Context: an optimization exercise on an open-source flow, tuned for small area, a short achievable clock period and few clock cycles per item. The choices shown serve that exercise and are no tape-out recipe.
In this exercise RTL edits were held to simulation tests only and were not proved equivalent to the original.
The clock input has no modelled driver; a real chip could not lean on it and would need a root buffer or a full tree.
Power figures rest on the tool's default switching activity, not on a simulated workload.

==> flow/design.v (excerpt) <==
module mac_neuron(
	input clk,
	input rst,
	input in_valid,
	output in_ready,
	input [15:0] in_x,
	input [15:0] in_w,
	input in_last,
	output reg out_valid,
	output [15:0] out_data
);
Size in the first run: ~870 cells after synthesis, about 130 flip-flops.
Settings: LEC_CHECK=0, CAP_MARGIN=20, CORE_MARGIN=2, CORE_UTILIZATION=40, CTS_BUF_LIST=sky130_fd_sc_hd__clkbuf_4 sky130_fd_sc_hd__clkbuf_8, CTS_CLUSTER_SIZE=40, PLACE_DENSITY=0.6, SLEW_MARGIN=20, SYNTH_HIERARCHICAL=1; clock period 11.0 ns.
standard.sh (not shown) runs the stock make flow with config.mk's settings and CLKGATE_MAP_FILE= SYNTH_SCRIPT=/design/flow/synth_recipe.tcl, a recipe that flattens the netlist after the stock synthesis.
==> flow/flow/run.sh <==
#!/bin/bash
set -euo pipefail
source flow/env.sh
bash standard.sh > std_flow.log 2>&1
==> flow/flow/env.sh <==
export SETUP_SLACK_MARGIN=7.9
export BUFFER_PORTS_ARGS="-buffer_cell sky130_fd_sc_hd__buf_1"
export PRE_CTS_TCL=$PWD/flow/manual_cts.tcl
export MCTS_NBUF=8
export MCTS_NROOT=2
==> flow/flow/manual_cts.tcl <==
# Clock tree of one or two levels: the clock port drives MCTS_NROOT buffers (or, with
# MCTS_NROOT 0, the leaf buffers directly); the leaf buffers each drive the flip-flops of
# one cluster (balanced k-means on their placement). Sourced as PRE_CTS_TCL: it replaces
# clock_tree_synthesis for this design.
rename clock_tree_synthesis orig_clock_tree_synthesis

# balanced k-means: returns {assign mx my used}
proc mcts_kmeans {xs ys k} {
  set n [llength $xs]
  set cx 0; set cy 0
  foreach x $xs y $ys { set cx [expr {$cx + $x}]; set cy [expr {$cy + $y}] }
  set cx [expr {$cx / $n}]; set cy [expr {$cy / $n}]
  set order {}
  for {set i 0} {$i < $n} {incr i} {
    lappend order [list $i [expr {atan2([lindex $ys $i] - $cy, [lindex $xs $i] - $cx)}]]
  }
  set order [lsort -real -index 1 $order]
  set assign [lrepeat $n 0]
  for {set j 0} {$j < $n} {incr j} { lset assign [lindex $order $j 0] [expr {$j * $k / $n}] }
  set cap [expr {int(ceil(double($n) / $k)) + 1}]
  set used [lrepeat $k 0]
  for {set iter 0} {$iter < 30} {incr iter} {
    set mx [lrepeat $k 0.0]; set my [lrepeat $k 0.0]; set cnt [lrepeat $k 0]
    for {set i 0} {$i < $n} {incr i} {
      set c [lindex $assign $i]
      lset mx $c [expr {[lindex $mx $c] + [lindex $xs $i]}]
      lset my $c [expr {[lindex $my $c] + [lindex $ys $i]}]
      lset cnt $c [expr {[lindex $cnt $c] + 1}]
    }
    for {set c 0} {$c < $k} {incr c} {
      if {[lindex $cnt $c] > 0} {
        lset mx $c [expr {[lindex $mx $c] / [lindex $cnt $c]}]
        lset my $c [expr {[lindex $my $c] / [lindex $cnt $c]}]
      }
    }
    set pairs {}
    for {set i 0} {$i < $n} {incr i} {
      for {set c 0} {$c < $k} {incr c} {
        set d [expr {abs([lindex $xs $i] - [lindex $mx $c]) + abs([lindex $ys $i] - [lindex $my $c])}]
        lappend pairs [list $d $i $c]
      }
    }
    set pairs [lsort -real -index 0 $pairs]
    set done [lrepeat $n 0]; set used [lrepeat $k 0]
    set new [lrepeat $n 0]
    foreach p $pairs {
      lassign $p d i c
      if {[lindex $done $i]} continue
      if {[lindex $used $c] >= $cap} continue
      lset new $i $c; lset done $i 1; lset used $c [expr {[lindex $used $c] + 1}]
    }
    set assign $new
  }
  return [list $assign $mx $my $used]
}

proc clock_tree_synthesis {args} {
  set nleaf [expr {[info exists ::env(MCTS_NBUF)] ? $::env(MCTS_NBUF) : 8}]
  set nroot [expr {[info exists ::env(MCTS_NROOT)] ? $::env(MCTS_NROOT) : 2}]
  set leafm [expr {[info exists ::env(MCTS_CELL)] ? $::env(MCTS_CELL) : "sky130_fd_sc_hd__clkbuf_16"}]
  set rootm [expr {[info exists ::env(MCTS_ROOT_CELL)] ? $::env(MCTS_ROOT_CELL) : "sky130_fd_sc_hd__clkbuf_16"}]
  set block [ord::get_db_block]
  set db [ord::get_db]
  set clknet [$block findNet clk]
  set sinks [$clknet getITerms]
  set n [llength $sinks]
  puts "manual cts: $n sinks, $nleaf leaf buffers ($leafm), $nroot root buffers ($rootm)"
  set xs {}; set ys {}
  foreach it $sinks {
    set bb [[$it getInst] getBBox]
    lappend xs [expr {([$bb xMin] + [$bb xMax]) / 2.0}]
    lappend ys [expr {([$bb yMin] + [$bb yMax]) / 2.0}]
  }
  lassign [mcts_kmeans $xs $ys $nleaf] assign mx my used
  puts "manual cts: leaf cluster sizes $used"
  set lnets {}
  for {set c 0} {$c < $nleaf} {incr c} {
    set inst [odb::dbInst_create $block [$db findMaster $leafm] "mcts_leaf_$c"]
    set net [odb::dbNet_create $block "mcts_clk_leaf_$c"]
    $net setSigType CLOCK
    [$inst findITerm X] connect $net
    $inst setLocation [expr {int([lindex $mx $c])}] [expr {int([lindex $my $c])}]
    $inst setPlacementStatus PLACED
    lappend leaves $inst
    set bnet($c) $net
  }
  for {set i 0} {$i < $n} {incr i} {
    set it [lindex $sinks $i]
    $it disconnect
    $it connect $bnet([lindex $assign $i])
  }
  if {$nroot == 0} {
    foreach inst $leaves { [$inst findITerm A] connect $clknet }
    return
  }
  lassign [mcts_kmeans $mx $my $nroot] rassign rx ry rused
  puts "manual cts: root cluster sizes $rused"
  for {set r 0} {$r < $nroot} {incr r} {
    set inst [odb::dbInst_create $block [$db findMaster $rootm] "mcts_root_$r"]
    set net [odb::dbNet_create $block "mcts_clk_root_$r"]
    $net setSigType CLOCK
    [$inst findITerm A] connect $clknet
    [$inst findITerm X] connect $net
    $inst setLocation [expr {int([lindex $rx $r])}] [expr {int([lindex $ry $r])}]
    $inst setPlacementStatus PLACED
    set rnet($r) $net
  }
  for {set c 0} {$c < $nleaf} {incr c} {
    [[lindex $leaves $c] findITerm A] connect $rnet([lindex $rassign $c])
  }
}
Testbench counts at the start, summed over its fixed seeds: cycles 8,224, items 8,192.
Next try:
--- a/flow/flow/env.sh
+++ b/flow/flow/env.sh
@@ -5 +5,3 @@
 export MCTS_NROOT=2
+export MCTS_OUTBUF=sky130_fd_sc_hd__buf_4
+export MCTS_OUTFF=sky130_fd_sc_hd__dfxtp_2
--- a/flow/flow/manual_cts.tcl
+++ b/flow/flow/manual_cts.tcl
@@ -91,2 +91,3 @@
   }
+  mcts_size_outputs
   if {$nroot == 0} {
@@ -111 +112,32 @@
 }
+
+# Output ports: their buffers (inserted by buffer_ports) are sized up, as are the
+# flip-flops that drive them, when MCTS_OUTBUF names a cell.
+proc mcts_size_outputs {} {
+  if {![info exists ::env(MCTS_OUTBUF)]} { return }
+  set block [ord::get_db_block]
+  set db [ord::get_db]
+  set bm [$db findMaster $::env(MCTS_OUTBUF)]
+  foreach bt [$block getBTerms] {
+    if {[$bt getIoType] ne "OUTPUT"} continue
+    set net [$bt getNet]
+    foreach it [$net getITerms] {
+      if {![$it isOutputSignal]} continue
+      set inst [$it getInst]
+      set m [[$inst getMaster] getName]
+      if {[string match "sky130_fd_sc_hd__buf_*" $m] || [string match "sky130_fd_sc_hd__clkdlybuf*" $m]} {
+        $inst swapMaster $bm
+        if {[info exists ::env(MCTS_OUTFF)]} {
+          set a [$inst findITerm A]
+          foreach it2 [[$a getNet] getITerms] {
+            if {![$it2 isOutputSignal]} continue
+            set ff [$it2 getInst]
+            if {[string match "sky130_fd_sc_hd__dfxtp_*" [[$ff getMaster] getName]]} {
+              $ff swapMaster [$db findMaster $::env(MCTS_OUTFF)]
+            }
+          }
+        }
+      }
+    }
+  }
+}
Outcome: Cell area rises by 0.63%; first-iteration DRC count falls by 4.8%; sequential share of layout area is about the same; final cell count stays flat; die area is unchanged; worst setup slack is better by 0.078 ns; power rises by 0.40%; core utilization rises by 0.29 points; synthesized area stays the same; global-route usage barely changes; wire length is about the same.
Next try:
--- a/flow/config.mk
+++ b/flow/config.mk
@@ -9,6 +9,6 @@
 export CORE_MARGIN = 2
-export CORE_UTILIZATION = 40
+export CORE_UTILIZATION = 50
 export CTS_BUF_LIST = sky130_fd_sc_hd__clkbuf_4 sky130_fd_sc_hd__clkbuf_8
 export CTS_CLUSTER_SIZE = 40
-export PLACE_DENSITY = 0.6
+export PLACE_DENSITY = 0.7
 export SLEW_MARGIN = 20
What happened: Die area decreases by 20%; design area decreases by 1.7%; clock skew increases by 0.0040 ns.
Next try:
--- a/flow/flow/env.sh
+++ b/flow/flow/env.sh
@@ -1,2 +1,2 @@
-export SETUP_SLACK_MARGIN=7.9
+export SETUP_SLACK_MARGIN=8.0
 export BUFFER_PORTS_ARGS="-buffer_cell sky130_fd_sc_hd__buf_1"
--- a/flow/config.mk
+++ b/flow/config.mk
@@ -9,6 +9,6 @@
 export CORE_MARGIN = 2
-export CORE_UTILIZATION = 50
+export CORE_UTILIZATION = 40
 export CTS_BUF_LIST = sky130_fd_sc_hd__clkbuf_4 sky130_fd_sc_hd__clkbuf_8
 export CTS_CLUSTER_SIZE = 40
-export PLACE_DENSITY = 0.7
+export PLACE_DENSITY = 0.6
 export SLEW_MARGIN = 20
What happened: Register-to-register slack gets better by 0.098 ns; utilization shrinks by 6.8 points; clock skew is about the same; flip-flop and latch count is unchanged; worst setup slack gets better by 0.056 ns; global-route usage shrinks by 3.2 points; synthesized area stays the same; die area grows by 24%; first-iteration DRC count shrinks by 15%; sequential power grows by about 1%; via count grows by about 3.2%.
No run of this note takes its clock network from TritonCTS; it comes from the design's own scripts or RTL.

-- what the ideal ports hide --
No port has a modelled driver above. Below, the same layouts with a new extraction and two added sets of constraints.
Step 1 assumes that a clkbuf_16 drives the clock port and a buf_2 every other input.
Step 2 also shifts input and output timing later by t, the mid clock arrival at the registers, as if the neighbouring blocks saw the same clock.
Slacks: no drivers / after step 1 / after step 2; pairs: no drivers / after step 1.
run	shift t [ns]	slack for setup (ns)	slew at the worst register clock pin (ns)	pins driven straight from the clock port
the first run	0.366	7.901 / 7.839 / 7.755	0.08 / 0.08	2
the second run	0.366	7.979 / 7.916 / 7.755	0.08 / 0.08	2
the third run	0.364	7.932 / 7.918 / 7.716	0.08 / 0.08	2
the fourth run	0.366	7.988 / 7.925 / 7.729	0.08 / 0.08	2
After both steps setup and hold are still met in every run listed. For the fourth run, which loses most, drivers alone change the setup slack by -0.063 ns; drivers and shift together by -0.259 ns.
